This design comes from an exercise in tuning for small area, a short achievable clock period and few clock cycles on the open sky130 flow, not from production work.
In this exercise RTL edits were held to simulation tests only and were not proved equivalent to the original.

before:
// rs_decoder
module rs_decoder(
      input clk,
      input rst_n,
      input din_val,
      input din_sop,
      input din_eop,
      input [7:0] din,
      output [7:0] el1,
      output [7:0] el2,
      output [7:0] el3,
      output [7:0] el4,
      output [7:0] ev1,
      output [7:0] ev2,
      output [7:0] ev3,
      output [7:0] ev4,
      output [2:0] error_num,
      output dec_done,
      output dec_fail,
      output busy
      );
localparam P = 4;                
function [7:0] gmul(input [7:0] a, input [7:0] b);
  reg [14:0] c;
  integer i, j;
  begin
    c = 15'd0;
    for (i = 0; i < 8; i = i + 1)
      for (j = 0; j < 8; j = j + 1)
        c[i+j] = c[i+j] ^ (a[i] & b[j]);
    for (i = 14; i >= 8; i = i - 1)
      c = c ^ ({15{c[i]}} & (15'h11d << (i - 8)));
    gmul = c[7:0];
  end
endfunction
function [7:0] apow(input integer e);
  integer i;
  reg [7:0] v;
  begin
    v = 8'h01;
    for (i = 0; i < e; i = i + 1)
      v = {v[6:0], 1'b0} ^ (v[7] ? 8'h1d : 8'h00);
    apow = v;
  end
endfunction
reg st_bd, st_bu, st_bw, st_bs, st_om, st_sc, st_rc, st_fn;
reg [5:0] fs;          
reg [3:0] r;           
reg [3:0] mk;          
reg [3:0] L;           
reg [2:0] cnt;         
reg [7:0] base;        
reg [P:1] rootr;       
reg [P:1] mask;        
reg done_r, fail_r;
reg [7:0] s [0:7];     
reg [7:0] lam [1:4];   
reg [7:0] q [1:4];     
reg [7:0] d;           
reg [7:0] evr [0:3];   
reg [7:0] xb;          
assign el1 = s[0]; assign el2 = s[1]; assign el3 = s[2]; assign el4 = s[3];
assign ev1 = evr[0]; assign ev2 = evr[1]; assign ev3 = evr[2]; assign ev4 = evr[3];
assign error_num = L[2:0];
assign dec_done = done_r;
assign dec_fail = fail_r;
assign busy = 1'b0;
wire use_d = st_bu | st_bs | fs[0];
wire sel_q = st_bu | st_bs;
wire sel_e = fs[5];
wire [7:0] la [1:4];
wire [7:0] lb [1:4];
wire [7:0] lz [1:4];
genvar gi, gj, gk;
generate
  for (gi = 1; gi <= 4; gi = gi + 1) begin : lane
    assign la[gi] = use_d ? d : lam[gi];
    assign lb[gi] = sel_q ? q[gi] : sel_e ? evr[gi-1] : s[8 - gi];
    gf256mul mul(.a(la[gi]), .b(lb[gi]), .z(lz[gi]));
  end
endgenerate
wire [7:0] dsum = s[0] ^ (lz[1] & {8{mk[0]}}) ^ (lz[2] & {8{mk[1]}})
                       ^ (lz[3] & {8{mk[2]}}) ^ (lz[4] & {8{mk[3]}});
  ...
Size: roughly 4000 cells after synthesis, ~83 I/O pins, ~27000 µm² of cells after synthesis.
Settings: LEC_CHECK=0, ABC_AREA=1, CAP_MARGIN=20, CORE_MARGIN=2, CORE_UTILIZATION=35, PLACE_DENSITY=0.5, SLEW_MARGIN=20, TNS_END_PERCENT=20; clock period 11.0 ns.
standard.sh (not shown) runs the stock make flow with config.mk's settings and CLKGATE_MAP_FILE= SYNTH_SCRIPT=/design/flow/synth_recipe.tcl, a recipe that flattens the netlist after the stock synthesis.
==> flow/flow/run.sh <==
#!/bin/bash
set -euo pipefail
extra=""
while IFS= read -r line; do
  [[ -z "$line" ]] && continue
  extra+="$(printf '%q' "$line") "
done < flow/knobs.txt
awk -v extra="$extra" '{ i = index($0, "\"${@:-finish}\""); if (i > 0) $0 = substr($0, 1, i - 1) extra substr($0, i); print }' standard.sh > standard_knobs.sh
grep -q "SETUP_SLACK_MARGIN" standard_knobs.sh
bash standard_knobs.sh > flow_make.log 2>&1
==> flow/flow/knobs.txt <==
SETUP_SLACK_MARGIN=7
BUFFER_PORTS_ARGS=-buffer_cell sky130_fd_sc_hd__buf_4
Testbench counts of before, summed over its fixed seeds: cycles 126,409.
Inputs modified between before and after:
Settings: changing PLACE_DENSITY from 0.5 to 0.6; changing CORE_UTILIZATION from 35 to 40.
==> flow/flow/knobs.txt <==
SETUP_SLACK_MARGIN=7.1
BUFFER_PORTS_ARGS=-buffer_cell sky130_fd_sc_hd__buf_4
[summary]
- after has completed all stages; timing, DRC and antenna checks passed.
- Compared with before, in after count of clock-buffer cells in the layout went up by 4.3%, count of placed standard cells in the final layout, fillers left out went down by 115.
- before -> after: fraction of registers with async set/reset delta 0, exact match
- Delta (after minus before): overall die area fell about 12%.
- Total of plain and repair buffers excluding clock buffers in after is 7 below before.

afterwards: timing with drivers on the ports:
Ports are ideal in the flow. The routed layouts listed here were re-timed in OpenROAD.
Step 1, drivers: a clkbuf_16 drives clk and a buf_2 each remaining input, both assumed.
Step 2 also shifts input and output timing later by t, the mid clock arrival at the registers, as if the neighbouring blocks saw the same clock.
Three values: ideal ports, drivers, drivers and shift; two values: the first two.
run	t (ns)	setup slack, ns	worst setup path after step 2	worst data-port slew with drivers (ns)
before	0.623	6.922 / 6.922 / 6.785	input to register	0.04
after	0.670	6.995 / 6.995 / 6.910	input to register	0.04
After both steps setup and hold are still met in every run listed. For before, which loses most, drivers alone change the setup slack by 0.000 ns; drivers and shift together by -0.137 ns.
